What follows belongs to an exercise in optimizing a design on an open flow for small area; a production flow would make more cautious choices.
Function was checked by simulation only, so behaviour that the tests miss may differ from the original.

==> flow/design.v <==
module single_port_ram #(
  parameter					ADDR_WIDTH = 6,
  parameter					DATA_WIDTH = 30,
  parameter					RAM_DEPTH = 1 << ADDR_WIDTH
)
  (
    input						clk,
    input						i_cs,
    input						i_we,
    input	[ADDR_WIDTH-1:0]	i_addr,
    input	[DATA_WIDTH-1:0]	i_din,
    output	[DATA_WIDTH-1:0]	o_dout
  );
    reg [DATA_WIDTH-1:0]    r_mem   [0:RAM_DEPTH-1];
    reg [DATA_WIDTH-1:0]    r_tmp_data;
  assign o_dout = (i_cs && !i_we) ? r_mem[i_addr] : 'b0;
    always @(posedge clk) begin
        if (i_cs && i_we) 
            r_mem[i_addr] <= i_din;
    end
endmodule
`timescale 1ns / 1ps
module line_buf_ctrl_top #(
    parameter int VSW        = 1,
    parameter int VBP        = 2,
    parameter int VACT       = 8,
    parameter int VFP        = 2,
    parameter int HSW        = 4,
    parameter int HBP        = 6,
    parameter int HACT       = 64,
    parameter int HFP        = 6,
    parameter int ADDR_WIDTH = 6,
    parameter int DATA_WIDTH = 30,
    parameter int VSYNC_POL  = 0,     
    parameter int HSYNC_POL  = 0      
)(
    input              clk,
    input              rstn,
    input              i_vsync,
    input              i_hsync,
    input              i_de,
    input       [9:0]  i_r_data,
    input       [9:0]  i_g_data,
    input       [9:0]  i_b_data,
    output             o_vsync,
    output             o_hsync,
    output             o_de,
    output      [9:0]  o_r_data,
    output      [9:0]  o_g_data,
    output      [9:0]  o_b_data
);
    localparam int HTOTAL = HSW + HBP + HACT + HFP;
    localparam int DEPTH  = HTOTAL + 1;
    logic [DEPTH*DATA_WIDTH-1:0] dly;
    always_ff @(posedge clk)
        dly <= {dly[(DEPTH-1)*DATA_WIDTH-1:0], i_r_data, i_g_data, i_b_data};
    wire [DATA_WIDTH-1:0] pix_out = dly[DEPTH*DATA_WIDTH-1 -: DATA_WIDTH];
    localparam logic [2:0] S_IDLE = 3'd0,    
                           S_DLY  = 3'd1,    
                           S_VSW  = 3'd2,    
                           S_WAIT = 3'd3,    
                           S_ACT  = 3'd4,    
                           S_LAST = 3'd5,    
                           S_END  = 3'd6;    
    logic [2:0] state;
    logic [6:0] p_cnt;
    logic       hs_q;
    wire vsync_act = (VSYNC_POL == 0) ? i_vsync : ~i_vsync;
    wire hs_in     = (HSYNC_POL == 0) ? i_hsync : ~i_hsync;
    wire st_dly  = (state == S_DLY);
    wire st_vsw  = (state == S_VSW);
    wire st_wait = (state == S_WAIT);
    wire st_act  = (state == S_ACT);
    wire st_last = (state == S_LAST);
    wire counting = st_dly | st_vsw | st_last;
    wire p_end  = p_cnt[6] & p_cnt[3] & p_cnt[2] & p_cnt[1] & p_cnt[0];
    wire p_play = p_cnt[6] | p_cnt[5] | p_cnt[4];
    wire [2:0] line_cnt = p_cnt[2:0];
    wire       act_end  = st_act & ~i_de;
    wire hs_en = (state == S_END) | (st_dly & p_end) | st_vsw | st_wait | st_act;
    wire [6:0] p_inc = p_cnt + 1'b1;
    always_ff @(posedge clk) begin
        p_cnt[6:3] <= (counting & ~p_end) ? p_inc[6:3] : 4'd0;
        p_cnt[2:0] <= ((counting & ~p_end) | act_end) ? p_inc[2:0] :
                      (st_wait | st_act)              ? p_cnt[2:0] : 3'd0;
    end
    always_ff @(posedge clk or negedge rstn) begin
        if (!rstn) begin
            state <= S_IDLE;
            hs_q  <= 1'b0;
        end else begin
            hs_q <= hs_en & hs_in;
            case (state)
                S_IDLE, S_END : if (vsync_act) state <= S_DLY;
                S_DLY         : if (p_end) state <= S_VSW;
                S_VSW         : if (p_end) state <= S_WAIT;
                S_WAIT        : if (i_de) state <= S_ACT;
                S_ACT         : if (!i_de) state <= (&line_cnt) ? S_LAST : S_WAIT;
                S_LAST        : if (p_end) state <= S_END;
                default       : state <= S_IDLE;
            endcase
        end
    end
    wire de_q = (st_act & (line_cnt != 3'd0)) | (st_last & p_play);
    assign o_vsync  = (VSYNC_POL == 0) ? st_vsw : ~st_vsw;
    assign o_hsync  = (HSYNC_POL == 0) ? hs_q : ~hs_q;
    assign o_de     = de_q;
    assign o_r_data = pix_out[29:20] & {10{de_q}};
    assign o_g_data = pix_out[19:10] & {10{de_q}};
    assign o_b_data = pix_out[9:0]   & {10{de_q}};
endmodule
export LEC_CHECK = 0
export CAP_MARGIN = 20
export CORE_MARGIN = 2
export CORE_UTILIZATION = 65
export PLACE_DENSITY = 0.92
export SLEW_MARGIN = 20
create_clock -name core_clock -period 10.0 [get_ports {clk}]
standard.sh (not shown) runs the stock make flow with config.mk's settings and CLKGATE_MAP_FILE= SYNTH_SCRIPT=/design/flow/synth_recipe.tcl, a recipe that flattens the netlist after the stock synthesis.
==> flow/flow/run.sh <==
#!/bin/bash
# Layout flow: the standard flow (standard.sh), with two changes:
#  - ports are buffered with the smallest buffer instead of the default cell;
#  - clock tree: leaf clusters of up to 14 flip-flops, each driven by a buf_4,
#    clkbuf_8 above them and a clkbuf_16 at the root; no dummy loads.
# The full output of the flow goes to flow.log in the work folder; ORFS
# also keeps each step's own log under orfs/logs/.
set -euo pipefail
export BUFFER_PORTS_ARGS="-buffer_cell sky130_fd_sc_hd__buf_1"
export CTS_ARGS="-sink_clustering_enable -repair_clock_nets -dont_use_dummy_load -root_buf sky130_fd_sc_hd__clkbuf_16 -sink_clustering_buffer sky130_fd_sc_hd__buf_4 -buf_list {sky130_fd_sc_hd__clkbuf_8} -sink_clustering_size 14 -sink_clustering_max_diameter 35"
bash standard.sh > flow.log 2>&1
The baseline went through all stages and came out clean.
Next try:
--- a/flow/design.v
+++ b/flow/design.v
@@ -64,5 +64,6 @@
                            S_END  = 3'd6;    
     logic [2:0] state;
-    logic [6:0] p_cnt;
+    logic [6:0] p_cnt;       
+    logic [2:0] cnt_vact;    
     logic       hs_q;
     wire vsync_act = (VSYNC_POL == 0) ? i_vsync : ~i_vsync;
@@ -70,5 +71,4 @@
     wire st_dly  = (state == S_DLY);
     wire st_vsw  = (state == S_VSW);
-    wire st_wait = (state == S_WAIT);
     wire st_act  = (state == S_ACT);
     wire st_last = (state == S_LAST);
@@ -76,19 +76,15 @@
     wire p_end  = p_cnt[6] & p_cnt[3] & p_cnt[2] & p_cnt[1] & p_cnt[0];
     wire p_play = p_cnt[6] | p_cnt[5] | p_cnt[4];
-    wire [2:0] line_cnt = p_cnt[2:0];
-    wire       act_end  = st_act & ~i_de;
-    wire hs_en = (state == S_END) | (st_dly & p_end) | st_vsw | st_wait | st_act;
-    wire [6:0] p_inc = p_cnt + 1'b1;
-    always_ff @(posedge clk) begin
-        p_cnt[6:3] <= (counting & ~p_end) ? p_inc[6:3] : 4'd0;
-        p_cnt[2:0] <= ((counting & ~p_end) | act_end) ? p_inc[2:0] :
-                      (st_wait | st_act)              ? p_cnt[2:0] : 3'd0;
-    end
+    wire hs_en = (state == S_END) | (st_dly & p_end) | st_vsw |
+                 (state == S_WAIT) | st_act;
     always_ff @(posedge clk or negedge rstn) begin
         if (!rstn) begin
-            state <= S_IDLE;
-            hs_q  <= 1'b0;
+            state    <= S_IDLE;
+            p_cnt    <= '0;
+            cnt_vact <= '0;
+            hs_q     <= 1'b0;
         end else begin
-            hs_q <= hs_en & hs_in;
+            hs_q  <= hs_en & hs_in;
+            p_cnt <= (counting & ~p_end) ? p_cnt + 1'b1 : 7'd0;
             case (state)
                 S_IDLE, S_END : if (vsync_act) state <= S_DLY;
@@ -96,5 +92,8 @@
                 S_VSW         : if (p_end) state <= S_WAIT;
                 S_WAIT        : if (i_de) state <= S_ACT;
-                S_ACT         : if (!i_de) state <= (&line_cnt) ? S_LAST : S_WAIT;
+                S_ACT         : if (!i_de) begin
+                                    cnt_vact <= cnt_vact + 1'b1;
+                                    state    <= (&cnt_vact) ? S_LAST : S_WAIT;
+                                end
                 S_LAST        : if (p_end) state <= S_END;
                 default       : state <= S_IDLE;
@@ -102,5 +101,5 @@
         end
     end
-    wire de_q = (st_act & (line_cnt != 3'd0)) | (st_last & p_play);
+    wire de_q = (st_act & (cnt_vact != 3'd0)) | (st_last & p_play);
     assign o_vsync  = (VSYNC_POL == 0) ? st_vsw : ~st_vsw;
     assign o_hsync  = (HSYNC_POL == 0) ? hs_q : ~hs_q;
What happened: Setup slack hardly moves; cell count barely changes; area after synthesis stays flat; global-route usage goes down by 0.37 points; die area is about the same.

afterwards: timing with drivers on the ports:
The results above use ideal ports. As a check the final layouts listed here were re-extracted and re-timed, cells and wires unchanged.
Step 1 (the two cells are an assumption about what drives the block):
set clk [get_ports {clk}]
set_driving_cell -lib_cell sky130_fd_sc_hd__clkbuf_16 $clk
set_driving_cell -lib_cell sky130_fd_sc_hd__buf_2 [delete_from_list [all_inputs] $clk]
Step 2 moves the port delays by t, midway between the first and last clock arrival at a register: inputs arrive t later, outputs are due t later. That takes back most of the time a late clock gives input paths.
Slacks: ideal / step 1 / step 2; pairs: ideal / step 1.
run	shift t [ns]	setup WS [ns]	worst setup path after step 2	pins driven straight from the clock port
the first run	0.705	5.189 / 5.122 / 5.826	register to output	1
the second run	0.688	5.186 / 5.129 / 5.816	register to output	1
After both steps every run listed still meets setup and hold.
